Source: an optimization exercise on an open RTL-to-GDS flow (aim: small area, a short achievable clock period and few clock cycles per item). Production flows keep margins and buffers that such runs may drop.
At most, simulation tests tie the RTL to the original design; equivalence was not proved.
Power figures rest on the tool's default switching activity, not on a simulated workload.

==> module top, before the edit <==
module top(
    input start, op, reset, clock,
    input [31:0] data_a, data_b,
    output busy, ready,
    output [31:0] data_o
);
reg st1, st2;    
always @(posedge clock or posedge reset)
begin
    if(reset == 1'b1)
    begin
        st1 <= 1'b0;
        st2 <= 1'b0;
    end
    else
    begin
        st1 <= start & ~st1 & ~st2;
        st2 <= st1;
    end
end
assign busy  = st1;
assign ready = st2;
wire [7:0] xa = data_a[30:23];
wire [7:0] xb = data_b[30:23];
wire a127 = (xa == 8'd127);
wire b127 = (xb == 8'd127);
wire [7:0] dba;
wire bor;
assign {bor, dba} = {1'b0, xb ^ 8'h80} - {1'b0, xa ^ 8'h80};
wire [7:0] dab = xa - xb;
wire gt = ~a127 & (b127 | bor);
wire [7:0] d = gt ? dab : dba;
wire big  = (d[7:5] != 3'd0) | (d[4:3] == 2'b11 && d[2:0] != 3'd0);   
wire eq24 = (d == 8'd24);
wire [4:0] amt = d[4:0] | {5{big}};    
wire comp = op ^ data_a[31] ^ data_b[31];
wire sg = (comp & ~gt) ? (op ^ data_b[31]) : data_a[31];
wire [23:0] ma = {1'b1, data_a[22:0]};
wire [23:0] mb = {1'b1, data_b[22:0]};
wire za = ~|data_a[22:0];
wire zb = ~|data_b[22:0];
wire [22:0] ml = gt ? ma[22:0] : mb[22:0];    
wire [23:0] ms = gt ? mb : ma;                
wire [24:0] sh = {ms, 1'b0} >> amt;
wire [23:0] s = sh[24:1];
wire g = sh[0];
wire er24 = eq24 & (gt ? zb : za);
wire [23:0] t = comp ? ~{s[23:1], s[0] | er24} : s;
reg [22:0] r_l;
reg [23:0] r_t;
reg r_g, r_nc, r_gt, r_sg;
always @(posedge clock)
begin
    r_l  <= ml;
    r_t  <= t;
    r_g  <= g & ~comp;
    r_nc <= ~comp;
    r_gt <= gt;
    r_sg <= sg;
end
wire [23:0] lf = {1'b1, r_l};
wire [23:0] hp = lf ^ r_t;
wire [23:0] hq = lf & r_t;
wire x0  = hp[0];
wire q24 = hq[23];
wire [22:0] pp = hp[23:1] ^ hq[22:0];
wire [22:0] gg = hp[23:1] & hq[22:0];
reg [22:0] gc, pc;    
reg [22:0] gn, pn;
integer l, i, k;
always @*
begin
    gc = gg;
    pc = pp;
    for (l = 0; l < 5; l = l + 1)
    begin
        gn = gc;
        pn = pc;
        for (i = 0; i < 23; i = i + 1)
            if (i & (1 << l))
            begin
                k = ((i >> l) << l) - 1;
                gn[i] = gc[i] | (pc[i] & gc[k]);
                pn[i] = pc[i] & pc[k];
            end
        gc = gn;
        pc = pn;
    end
end    
wire ov = r_nc & (gc[22] | q24);
wire e  = r_g & (ov | x0);
wire [22:0] cin = {gc[21:0], 1'b0} | ({pc[21:0], 1'b1} & {23{e}});
wire [22:0] u = pp ^ cin;    
wire [22:0] fr = ov ? u : {u[21:0], x0 ^ r_g};
wire [7:0] xl = r_gt ? xa : xb;
wire [7:0] xo = xl + {7'd0, ov};
assign data_o = {r_sg, xo, fr};
endmodule
clock: 9.0 ns
lec_check: 0
cap_margin: 20
core_margin: 2
core_utilization: 60
setup_slack_margin: 2
slew_margin: 20
standard.sh (not shown) runs the stock make flow with config.mk's settings and CLKGATE_MAP_FILE= SYNTH_SCRIPT=/design/flow/synth_recipe.tcl, a recipe that flattens the netlist after the stock synthesis.
==> flow/flow/run.sh <==
#!/bin/bash
export BUFFER_PORTS_ARGS="-buffer_cell sky130_fd_sc_hd__buf_1"
bash standard.sh > standard.log 2>&1
Change:
--- a/flow/design.v
+++ b/flow/design.v
@@ -42,28 +42,29 @@
 wire [22:0] ml = gt ? ma[22:0] : mb[22:0];    
 wire [23:0] ms = gt ? mb : ma;                
 wire [24:0] sh = {ms, 1'b0} >> amt;
 wire [23:0] s = sh[24:1];
 wire g = sh[0];
 wire er24 = eq24 & (gt ? zb : za);
-wire [23:0] t = comp ? ~{s[23:1], s[0] | er24} : s;
+wire [23:0] sx = {s[23:1], s[0] | (er24 & comp)};
 reg [22:0] r_l;
 reg [23:0] r_t;
 reg r_g, r_nc, r_gt, r_sg;
 always @(posedge clock)
 begin
     r_l  <= ml;
-    r_t  <= t;
+    r_t  <= sx;
     r_g  <= g & ~comp;
     r_nc <= ~comp;
     r_gt <= gt;
     r_sg <= sg;
 end
 wire [23:0] lf = {1'b1, r_l};
-wire [23:0] hp = lf ^ r_t;
-wire [23:0] hq = lf & r_t;
+wire [23:0] tt = r_t ^ {24{~r_nc}};    
+wire [23:0] hp = lf ^ tt;
+wire [23:0] hq = lf & tt;
 wire x0  = hp[0];
 wire q24 = hq[23];
 wire [22:0] pp = hp[23:1] ^ hq[22:0];
 wire [22:0] gg = hp[23:1] & hq[22:0];
 reg [22:0] gc, pc;    
 reg [22:0] gn, pn;
Outcome: The new run produced a clean layout. Routed wire length decreases by 1.8%. Final area is higher by 1.6%. Area after synthesis is higher by 1.6%. Hold slack improves by 0.017 ns. Sequential power came out lower by 7.2%. Worst setup slack is better by 0.13 ns. Clock power falls by 14%. Power barely changes. Synthesized cell count is lower by 6.0%.
Testbench counts after the change, summed over its fixed seeds: cycles 9,600, ops 3,200.
The RTL of the first run of this note was laid out without a check of its function.

-- static timing again, ports no longer ideal --
In the flow no input, the clock included, has a driving cell. The finished layouts below were timed again as built, in two steps. Step 1 (the two cells are an assumption about what drives the block):
set clk [get_ports {clock}]
set_driving_cell -lib_cell sky130_fd_sc_hd__clkbuf_16 $clk
set_driving_cell -lib_cell sky130_fd_sc_hd__buf_2 [delete_from_list [all_inputs] $clk]
Step 2, shift: input delay + t, output delay - t, t = (earliest + latest rising clock arrival at the registers) / 2. This alone moves slack from input paths to output paths. a / b / c = ideal / step 1 / step 2; a / b = the first two.
| run | shift t [ns] | slack for setup (ns) | latest minus earliest clock arrival (ns) |
|---|---|---|---|
| the first run | 0.330 | 2.205 / 2.209 / 1.880 | 0.010 / 0.011 |
| the second run | 0.342 | 2.332 / 2.300 / 2.066 | 0.022 / 0.022 |
After both steps setup and hold are still met in every run listed. The setup slack of the first run, which loses most, moves by +0.004 ns with the drivers and by -0.325 ns with both steps.
